Context: an optimization exercise on an open-source flow, tuned for small area, a short achievable clock period and few clock cycles per item. The choices shown serve that exercise and are no tape-out recipe. Only simulation tests tie the RTL to the original design; equivalence was not proved. Power and IR drop assume default switching activity.

Setup of job 8215:
==> flow/design.v (excerpt) <==
module mul_unit
(
    input  logic                  clk,
    input  logic                  rst,
    input  logic                  start,
    input  logic [1:0]            mul_type,
    input  logic [31:0]           a,
    input  logic [31:0]           b,
    input  logic [4:0]            arch_reg,
    input  logic [5:0]   phys_reg,
    input  logic [2:0]  rob,
    input  logic                  cdb_mul_ack,
    input  logic                  branch,
    output logic                  cdb_valid,
    output logic [2:0]  cdb_rob,
    output logic [4:0]            cdb_arch_reg,
    output logic [5:0]   cdb_phys_reg,
    output logic [31:0]           cdb_data,
    output logic [31:0]           cdb_ps1_rdata,
    output logic [31:0]           cdb_ps2_rdata,
    output logic                  done
);
    logic [249:0] cdb;
    shift_add_multiplier #(.OPERAND_WIDTH(32)) u_mul (
        .clk            (clk),
        .rst            (rst),
  ...
Settings: LEC_CHECK=0, CAP_MARGIN=20, CORE_MARGIN=2, CORE_UTILIZATION=60, SETUP_SLACK_MARGIN=0.65, SLEW_MARGIN=20, SYNTH_HIERARCHICAL=1, SYNTH_MINIMUM_KEEP_SIZE=0; clock period 5.0 ns.
standard.sh (not shown) runs the stock make flow with config.mk's settings and CLKGATE_MAP_FILE= SYNTH_SCRIPT=/design/flow/synth_recipe.tcl, a recipe that flattens the netlist after the stock synthesis.
==> flow/flow/run.sh <==
#!/bin/bash
# The standard ORFS layout (standard.sh) with two changes:
#  - the port buffers are sky130_fd_sc_hd__buf_1 instead of the cell
#    buffer_ports picks by itself (a slow delay cell);
#  - after the standard synthesis every combinational cell is set to its
#    drive-1 variant; floorplan/placement repair sizes up what timing needs.
set -euo pipefail
export BUFFER_PORTS_ARGS="-buffer_cell sky130_fd_sc_hd__buf_1"
RES=orfs/results/${FLOW_PLATFORM}/mul_unit/base
bash standard.sh synth > synth.log 2>&1
DS_ODB=$RES/1_synth.odb openroad -no_init -exit flow/downsize.tcl > downsize.log 2>&1
touch $RES/1_synth.sdc
bash standard.sh > standard.log 2>&1
==> flow/flow/downsize.tcl <==
# Set every combinational cell of the synthesized netlist to its drive-1
# variant; the resizer's repair steps size up what timing needs.
set odb_file $::env(DS_ODB)
read_db $odb_file
set db [ord::get_db]
set n 0
foreach inst [[ord::get_db_block] getInsts] {
  set m [[$inst getMaster] getName]
  if {[regexp {^(sky130_fd_sc_hd__[a-z0-9]+)_([0-9]+)$} $m -> base drive]} {
    if {$drive <= 1} continue
    if {[regexp {df|dl|sdf|edf|clk|conb|buf} $base]} continue
    set new [$db findMaster ${base}_1]
    if {$new == "NULL" || $new == ""} continue
    $inst swapMaster $new
    incr n
  }
}
puts "downsized $n cells"
write_db $odb_file
Job 8215: flow completed, timing, DRC and antenna clean
Testbench counts of job 8215, summed over its fixed seeds: cycles 7,208, ops 2,400.
## Diff of input files: job 6830 against job 8215
- SETUP_SLACK_MARGIN: 0.65 -> 0.8
- CORE_UTILIZATION: 60 -> 40
--- a/flow/flow/run.sh
+++ b/flow/flow/run.sh
@@ -3 +3 @@
-#  - the port buffers are sky130_fd_sc_hd__buf_1 instead of the cell
+#  - the port buffers are sky130_fd_sc_hd__buf_2 instead of the cell
@@ -8 +8 @@
-export BUFFER_PORTS_ARGS="-buffer_cell sky130_fd_sc_hd__buf_1"
+export BUFFER_PORTS_ARGS="-buffer_cell sky130_fd_sc_hd__buf_2"
Results
The final period utilization reported for job 6830 is smaller than that of job 8215 by 3.0 points. Changes observed in job 6830 relative to job 8215: final cell count +11%, setup slack now larger, fraction of area in registers lost 1.3 points, setup slack after placement fell 0.036 ns.
For job 3753, these inputs were changed with respect to job 6830:
- swapping 0.8 for 0.5 in SETUP_SLACK_MARGIN
==> summary.txt <==
Delta(non-clock buffer count, job 3753 - job 6830) < 0. Against job 6830, job 3753 comes in about 4% lower on power. Going from job 6830 to job 3753, wire length of the first global-routing pass shrank by a few percent. Against job 6830, job 3753 comes in 0.25 ns lower on least setup slack across all paths after layout. Max-cap violation count: job 6830 vs job 3753 identical.
--- input diff job 3753..job 1940 ---
- CORE_UTILIZATION changed from 40 to 70
- PLACE_DENSITY newly set to 0.85
- SETUP_SLACK_MARGIN changed from 0.5 to 0.65
--- a/flow/flow/run.sh
+++ b/flow/flow/run.sh
@@ -3 +3 @@
-#  - the port buffers are sky130_fd_sc_hd__buf_2 instead of the cell
+#  - the port buffers are sky130_fd_sc_hd__buf_1 instead of the cell
@@ -8 +8 @@
-export BUFFER_PORTS_ARGS="-buffer_cell sky130_fd_sc_hd__buf_2"
+export BUFFER_PORTS_ARGS="-buffer_cell sky130_fd_sc_hd__buf_1"
[summary]
After detailed routing, job 3753 needs less wire than job 1940.
Placeable core region was higher in the run labelled job 3753.
Job 1940: count of clock-buffer cells in the layout 1 above job 3753
[job 1940] half-perimeter wire length after detailed placement fell 6.7% relative to job 3753

========
mul_unit, a different RTL version from the one above (not shown whole).
Size in the first run: roughly 1400 cells after synthesis, roughly 16000 um2 of cells after synthesis.
clock: 5.0 ns
lec_check: 0
cap_margin: 20
core_margin: 2
core_utilization: 60
setup_slack_margin: 1.2
slew_margin: 20
synth_hierarchical: 1
synth_minimum_keep_size: 0
==> flow/flow/run.sh <==
#!/bin/bash
# The standard ORFS layout (standard.sh) with two changes:
#  - the port buffers are sky130_fd_sc_hd__buf_1 instead of the cell
#    buffer_ports picks by itself (a slow delay cell);
#  - after the standard synthesis every combinational cell is set to its
#    drive-1 variant; floorplan/placement repair sizes up what timing needs.
set -euo pipefail
export BUFFER_PORTS_ARGS="-buffer_cell sky130_fd_sc_hd__buf_1"
RES=orfs/results/${FLOW_PLATFORM}/mul_unit/base
bash standard.sh synth > synth.log 2>&1
DS_ODB=$RES/1_synth.odb openroad -no_init -exit flow/downsize.tcl > downsize.log 2>&1
touch $RES/1_synth.sdc
bash standard.sh > standard.log 2>&1
Scripts as last shown in full above: flow/flow/downsize.tcl
Testbench counts at the start, summed over its fixed seeds: cycles 7,208, ops 2,400.
Change:
SETUP_SLACK_MARGIN = 1.1   (was 1.2)
Global-route usage came out lower by 1.2 points.
Clock power stays flat.
Routed wire length drops by 3.2%.
Die area does not change.
Worst setup slack is better by 63 ps.
Count of clock-buffer cells in the layout is lower by 1.
Design area came out lower by 2.7%.
Maximum frequency is higher by 1.6%.
Change:
SETUP_SLACK_MARGIN = 0.9   (was 1.1)
The new run passed the timing, DRC and antenna checks; area after synthesis is unchanged; wire length shrinks by 0.43%; maximum frequency drops by about 4%; power falls by 2.3%; clock power is about the same; final area decreases by about 1.8%.
Change:
GPL_ROUTABILITY_DRIVEN = 0   (was not set)
SETUP_SLACK_MARGIN = 1.1   (was 0.9)
After rerunning: The changed run completed with no timing, DRC or antenna violations; global-route usage falls by 0.44 points; clock-buffer cell count is unchanged; design area rises slightly.

-- afterwards: timing with drivers on the ports --
The results above use ideal ports. As a check the final layouts listed here were re-extracted and re-timed, cells and wires unchanged.
Step 1: set_driving_cell puts a clkbuf_16 on clk and a buf_2 on each other input, an assumption about the parent block.
Step 2, shift: input delay + t, output delay - t, t = (earliest + latest rising clock arrival at the registers) / 2. This alone moves slack from input paths to output paths.
Slacks: ideal ports / drivers / drivers and shift; pairs: ideal ports / drivers.
run | t (ns) | setup WS [ns] | worst setup path after step 2 | worst slew at a driven data input, ns
job 8215 | 0.484 | 0.701 / 0.701 / 0.701 | register to register | 0.04
job 6830 | 0.506 | 0.853 / 0.853 / 0.853 | register to register | 0.06
job 3753 | 0.508 | 0.608 / 0.608 / 0.608 | register to register | 0.05
job 1940 | 0.488 | 0.357 / 0.357 / 0.357 | register to register | 0.05
the first run of note 2 | 0.486 | 1.053 / 0.999 / 1.229 | register to register | 0.06
the second run of note 2 | 0.489 | 1.116 / 1.065 / 1.166 | register to register | 0.07
the third run of note 2 | 0.490 | 0.950 / 0.944 / 0.950 | register to register | 0.06
the fourth run of note 2 | 0.482 | 1.091 / 1.091 / 1.091 | register to register | 0.06
After both steps every run listed still meets setup and hold.
